Source: an optimization exercise on an open RTL-to-GDS flow (aim: small area, a short achievable clock period and few clock cycles). Production flows keep margins and buffers that such runs may drop.
Only simulation tests tie the RTL to the original design; equivalence was not proved.
Power is estimated from default activity; no workload was simulated.

== oak ==
Design simple_cpu, start of the top module:
module simple_cpu (
    input clk,
    input rst_n,
    input instr_valid,
    input [15:0] instr,
    output instr_ready,
    input [7:0] mem_rdata,
    input mem_ready,
    output reg mem_req,
    output reg mem_we,
    output [7:0] mem_addr,
    output [7:0] mem_wdata,
    output reg done,
    output reg [3:0] flags   
);
  reg [7:0] regfile[0:7];
  reg x_alu;   
  reg x_fix;   
  reg [2:0] x_rd;
  reg [3:0] x_imm;
  reg c_add, c_sub, c_g, c_p, c_shl, c_shr;
  reg [7:0] opa;   
  reg [7:0] opb;   
  reg a_c4;   
  integer i;
  wire x_ld = mem_req & ~mem_we;
  wire mwait = mem_req & ~mem_ready;
  wire stall = x_fix | mwait;
  assign instr_ready = ~stall;
  wire accept = instr_valid & ~stall;
  assign mem_wdata = opa;
  assign mem_addr = {opb[7:4] + {3'b000, a_c4}, opb[3:0]};
  wire [7:0] bx = opb ^ {8{c_sub}};
  wire [7:0] p = opa ^ bx;
  wire [7:0] g = opa & bx;
  wire [7:0] g1, p1, g2, p2, g3, p3;
  genvar k;
  generate
    for (k = 0; k < 8; k = k + 1) begin : pfx
      if (k % 2 == 1) begin : l1a
        assign g1[k] = g[k] | (p[k] & g[k-1]);
        assign p1[k] = p[k] & p[k-1];
      end else begin : l1b
        assign g1[k] = g[k];
        assign p1[k] = p[k];
      end
  ...
Size: roughly 900 cells after synthesis, about 100 flip-flops, about 6400 um2 of cells after synthesis.
==> flow/config.mk <==
export PLATFORM = sky130hd
export DESIGN_NAME = simple_cpu
export DESIGN_NICKNAME = simple_cpu
export VERILOG_FILES = /design/flow/design.v
export SDC_FILE = /design/flow/constraint.sdc
export NUM_CORES = 4
export LEC_CHECK = 0
export ABC_AREA = 1
export CAP_MARGIN = 20
export CORE_MARGIN = 2
export CORE_UTILIZATION = 50
export SETUP_SLACK_MARGIN = 2.4
export SLEW_MARGIN = 20
==> flow/constraint.sdc <==
create_clock -name core_clock -period 5.0 [get_ports {clk}]
set_input_delay 1.0000 -clock core_clock [delete_from_list [all_inputs] [get_ports {clk}]]
set_output_delay 1.0000 -clock core_clock [all_outputs]
set_load 0.01 [all_outputs]
standard.sh (not shown) runs the stock make flow with config.mk's settings and CLKGATE_MAP_FILE= SYNTH_SCRIPT=/design/flow/synth_recipe.tcl, a recipe that flattens the netlist after the stock synthesis.
==> flow/flow/run.sh <==
#!/bin/bash
# Standard layout, with plain buf_1 cells as the port buffers and resizing not
# held to each cell's footprint.
set -euo pipefail
bash standard.sh "BUFFER_PORTS_ARGS=-buffer_cell sky130_fd_sc_hd__buf_1" MATCH_CELL_FOOTPRINT=0 finish > make_finish.log 2>&1
Testbench counts of oak, summed over its fixed seeds: cycles 4,970.
### oak -> pine
- a change of CORE_UTILIZATION from 50 to 40
- an added GPL_TIMING_DRIVEN of 0
- an added CTS_BUF_LIST of sky130_fd_sc_hd__clkbuf_8
- an added CTS_CLUSTER_SIZE of 30
Results
Portion of the clock cycle consumed by the worst path in the final layout in pine vs oak: down 0.73 points. On clock network fraction of total power, the higher figure sits with oak, not pine. pine: non-clock buffer count about 38% above oak. Looking at worst setup slack across both flows, pine is the stronger of the two, with oak trailing. Setup clock skew after layout: pine vs oak up 0.0040 ns.
Inputs modified between pine and birch:
- a deleted CTS_BUF_LIST that had been sky130_fd_sc_hd__clkbuf_8
- a deleted CTS_CLUSTER_SIZE that had been 30
- a deleted GPL_TIMING_DRIVEN that had been 0
==> flow/flow/run.sh <==
#!/bin/bash
# Standard synthesis; then the combinational logic between the registers is
# mapped again for area (registers untouched); then the standard layout, with
# plain buf_1 cells as the port buffers and resizing not held to footprints.
set -euo pipefail
W=$PWD
R=$W/orfs/results/$FLOW_PLATFORM/simple_cpu/base
ARGS=("BUFFER_PORTS_ARGS=-buffer_cell sky130_fd_sc_hd__buf_1" MATCH_CELL_FOOTPRINT=0)
bash standard.sh "${ARGS[@]}" synth > make_synth.log 2>&1
cp "$R/1_2_yosys.v" "$W/1_2_yosys_standard.v"
LIB=$FLOW_HOME/platforms/$FLOW_PLATFORM/lib/sky130_fd_sc_hd__tt_025C_1v80.lib
sed -e "s|@LIB@|$LIB|g" -e "s|@IN@|$W/1_2_yosys_standard.v|" -e "s|@OUT@|$W/1_2_yosys_remap.v|" flow/remap.ys > remap_run.ys
yosys -s remap_run.ys > yosys_remap.log 2>&1
cp "$W/1_2_yosys_remap.v" "$R/1_2_yosys.v"
rm -f "$R/1_synth.odb" "$R/1_synth.sdc"
bash standard.sh "${ARGS[@]}" finish > make_finish.log 2>&1
==> flow/flow/remap.ys (new file) <==
# Area re-mapping of the standard synthesis's combinational logic. The
# registers stay as they are: same instances, names and cell types.
read_liberty -ignore_miss_func @LIB@
setattr -mod -set keep_hierarchy 1 sky130_fd_sc_hd__df* sky130_fd_sc_hd__edf* sky130_fd_sc_hd__sdf* sky130_fd_sc_hd__dl*
read_verilog @IN@
hierarchy -top simple_cpu
flatten
delete t:$scopeinfo
opt -purge
abc -liberty @LIB@ -dont_use *probe* -dont_use *lpflow* -script +strash;dch;map,-B,0.9;topo simple_cpu
opt_clean -purge
splitnets
opt_clean -purge
hilomap -singleton -hicell sky130_fd_sc_hd__conb_1 HI -locell sky130_fd_sc_hd__conb_1 LO
insbuf -buf sky130_fd_sc_hd__buf_4 A X
select simple_cpu
tee -o remap_stat.txt stat -liberty @LIB@
write_verilog -noattr -noexpr -nohex -nodec -selected @OUT@
- Worst-margin pin slew in birch is 0.30 ns higher than in pine
- In the reports for pine and birch, the larger synthesized area belongs to pine.
- Compared with pine, in birch worst setup slack went down 0.053 ns, total wirelength of the detailed-routed design higher, final area decreased about 0.55%, instance area after placement -4.9%, total design power grew by about 7.5%.
- The origin of the worst setup path comes out instr[5] in one run and mem_ready in the other, namely in pine and birch respectively.
- Of pine and birch, birch shows the lower buffer count excluding the clock tree in the final layout, with pine above it.
- Max sequential cell area share across pine and birch: birch
- Of the two values seen for cell with the biggest individual delay on the critical path, sky130_fd_sc_hd__fa_2 was produced by pine and sky130_fd_sc_hd__nor2_4 by birch.
- From pine to birch the numbers moved as follows: sequential cell count of the final layout flat, via count grew by about 3.3%.
Edits applied to the flow inputs when going from birch to maple:
- putting CTS_BUF_LIST at sky130_fd_sc_hd__clkbuf_8 where nothing was set
- putting CTS_CLUSTER_SIZE at 30 where nothing was set
==> flow/flow/run.sh <==
#!/bin/bash
# Standard layout, with plain buf_1 cells as the port buffers and resizing not
# held to each cell's footprint.
set -euo pipefail
bash standard.sh "BUFFER_PORTS_ARGS=-buffer_cell sky130_fd_sc_hd__buf_1" MATCH_CELL_FOOTPRINT=0 finish > make_finish.log 2>&1
removed: flow/flow/remap.ys
==> comparison <==
Changes observed in maple relative to birch: maximum clock rate rose by 1.8%, hold slack rose by 0.028 ns.
Compared with birch, height of the chip in maple increased slightly.
Compared with birch, maple shows a higher die width.
The wire length of the first global-routing pass in maple sits 950 um below the value recorded for birch.
Sort birch and maple by number of resized instances in the post-cts repair step asc -> top: maple
Between birch and maple, total wire length after detailed routing is lower for maple, birch comes in above that.
When maple is set beside birch, its setup slack turns out to be 0.047 ns larger.
Here is what was changed in the inputs of cedar compared with maple.
- CTS_CLUSTER_SIZE no longer set, was 30
- CTS_BUF_LIST no longer set, was sky130_fd_sc_hd__clkbuf_8
- SETUP_SLACK_MARGIN now 2.5, was 2.4
==> flow/flow/run.sh <==
#!/bin/bash
# Standard layout, with plain buf_1 cells as the port buffers.
set -euo pipefail
bash standard.sh "BUFFER_PORTS_ARGS=-buffer_cell sky130_fd_sc_hd__buf_1" finish > make_finish.log 2>&1
[summary]
- Compared with maple, cedar shows internal power contribution higher by 7.2%.
- Between maple and cedar, remaining max-slew budget at the tightest pin increased.
- Number of clock buffers in the layout (cedar over maple): increase, 4
- Compared with maple, cedar shows power density over the cells higher by about 1.3%.
- Vias per cell (lower): maple
- Of the two values seen for type of the worst setup path, input port to flip-flop was produced by cedar and flip-flop to output pin by maple.
- Comparing cedar and maple, the higher sequential share of layout area is on maple.

* * *

Another version of the RTL of simple_cpu (not shown whole).
Size: roughly 52 I/O pins, ~6200 um^2 of cells after synthesis.
Settings: LEC_CHECK=0, ABC_AREA=1, CAP_MARGIN=20, CORE_MARGIN=2, CORE_UTILIZATION=40, CTS_BUF_LIST=sky130_fd_sc_hd__clkbuf_8, CTS_CLUSTER_SIZE=30, SETUP_SLACK_MARGIN=2.45, SLEW_MARGIN=20; clock period 5.0 ns.
==> flow/flow/run.sh <==
#!/bin/bash
# Standard synthesis; then every combinational cell is set to its smallest drive
# strength (registers untouched); then the standard layout, with plain buf_1
# cells as the port buffers and resizing not held to footprints.
set -euo pipefail
W=$PWD
R=$W/orfs/results/$FLOW_PLATFORM/simple_cpu/base
ARGS=("BUFFER_PORTS_ARGS=-buffer_cell sky130_fd_sc_hd__buf_1" MATCH_CELL_FOOTPRINT=0)
bash standard.sh "${ARGS[@]}" synth > make_synth.log 2>&1
cp "$R/1_2_yosys.v" "$W/1_2_yosys_standard.v"
LIB=$FLOW_HOME/platforms/$FLOW_PLATFORM/lib/sky130_fd_sc_hd__tt_025C_1v80.lib
python3 flow/downsize.py "$LIB" "$R/1_2_yosys.v" > downsize.log 2>&1
rm -f "$R/1_synth.odb" "$R/1_synth.sdc"
bash standard.sh "${ARGS[@]}" finish > make_finish.log 2>&1
==> flow/flow/downsize.py <==
# Sets every combinational cell of the synthesized netlist to the smallest-area
# drive strength of the same function (same name but the _N suffix), leaving the
# registers as they are; the layout's repair steps size cells up where timing
# needs it.
import re, sys
lib, net = sys.argv[1], sys.argv[2]
text_lib = open(lib).read()
area = {}
for m in re.finditer(r'cell\s*\(\s*"?(sky130_fd_sc_hd__\w+)"?\s*\)', text_lib):
    a = re.search(r'area\s*:\s*([\d.]+)', text_lib[m.end():m.end() + 100000])
    area[m.group(1)] = float(a.group(1))
groups = {}
for c in area:
    b = re.match(r'(sky130_fd_sc_hd__\w+?)_(\d+)$', c)
    if b:
        groups.setdefault(b.group(1), []).append(c)
seq = re.compile(r'sky130_fd_sc_hd__(df|edf|sdf|dl|conb|clk|lpflow|probe)')
def small(m):
    name = m.group(0)
    b = re.match(r'(sky130_fd_sc_hd__\w+?)_(\d+)$', name)
    if seq.match(name) or not b or name not in area:
        return name
    best = min(groups[b.group(1)], key=lambda c: (area[c], c))
    print(name, '->', best)
    return best
net_text = open(net).read()
net_text = re.sub(r'sky130_fd_sc_hd__\w+', small, net_text)
open(net, 'w').write(net_text)
Testbench counts at the start, summed over its fixed seeds: cycles 4,970.
Rerun with:
==> flow/flow/run.sh (replaced) <==
#!/bin/bash
# Standard layout, with plain buf_1 cells as the port buffers and resizing not
# held to each cell's footprint.
set -euo pipefail
bash standard.sh "BUFFER_PORTS_ARGS=-buffer_cell sky130_fd_sc_hd__buf_1" MATCH_CELL_FOOTPRINT=0 finish > make_finish.log 2>&1
CORE_UTILIZATION = 45   (was 40)
removed: flow/flow/downsize.py
The changed run ran to the end with no violations.
Design area increases by 0.79%.
Worst setup slack gets better by 0.012 ns.
Register-to-register slack gets better by 0.07 ns.
Via count barely changes.
Sequential share of layout area decreases by 0.33 points.
Synthesized area increases by 5.5%.
Wire length decreases by 0.32%.
Clock-buffer cell count does not change.
Final cell count decreases by 0.96%.
Rerun with:
CORE_UTILIZATION = 40   (was 45)
SETUP_SLACK_MARGIN = 2.5   (was 2.45)
Outcome:
- The new run completed without violations
- power shrinks by 0.32%
- maximum frequency grows by about 1.8%
- global-route usage shrinks by 3.4 points
- via count barely changes
- die area grows by about 12%
- clock power shrinks by about 6%
Rerun with:
SETUP_SLACK_MARGIN = 2.45   (was 2.5)
What happened: Maximum frequency hardly moves. Final cell count hardly moves. Power is lower by 0.33%. Wire length is lower by about 1%. Via count is lower by 1.3%. Global-route usage barely changes. Synthesized cell count does not change. Die area does not change. Cell area is lower by 0.39%. Worst setup slack barely changes. Utilization is lower by 0.18 points.
Rerun with:
GPL_ROUTABILITY_DRIVEN = 0   (was unset)
Result:
- non-clock buffer count increases by 1
- wire length hardly moves
- clock power decreases by about 5.6%
- via count increases by about 1.3%
- global-route usage barely changes
- power decreases by about 1.2%
- clock skew stays flat
Rerun with:
GPL_ROUTABILITY_DRIVEN = unset   (was 0)
SETUP_SLACK_MARGIN = 2.4   (was 2.45)
Outcome: Flip-flop and latch count does not change; cell count is lower by 0.77%; area after synthesis is unchanged; via count is lower by 2.0%.

## what the ideal ports hide
No port has a modelled driver above. Below, the same layouts with a new extraction and two added sets of constraints. Step 1 sets driving cells, clkbuf_16 on the clock port and buf_2 on the other inputs (assumed; they add their load-dependent delay and slew). Step 2 moves the port delays by t, midway between the first and last clock arrival at a register: inputs arrive t later, outputs are due t later. That takes back most of the time a late clock gives input paths. a / b / c = no drivers / after step 1 / after step 2; a / b = the first two.
run	t (ns)	setup slack, ns	pins driven straight from the clock port
oak	0.394	2.405 / 2.410 / 2.016	1
pine	0.436	2.441 / 2.432 / 1.996	1
birch	0.396	2.389 / 2.365 / 2.047	1
maple	0.423	2.436 / 2.397 / 2.047	1
cedar	0.380	2.460 / 2.449 / 2.069	1
the first run of note 2	0.419	2.459 / 2.440 / 2.020	1
the second run of note 2	0.429	2.471 / 2.451 / 2.060	1
the third run of note 2	0.428	2.515 / 2.509 / 2.080	1
the fourth run of note 2	0.426	2.515 / 2.495 / 2.095	1
the fifth run of note 2	0.420	2.516 / 2.494 / 2.081	1
the sixth run of note 2	0.434	2.460 / 2.437 / 2.053	1
After both steps setup and hold are still met in every run listed. For pine, which loses most, drivers alone change the setup slack by -0.009 ns; drivers and shift together by -0.445 ns.
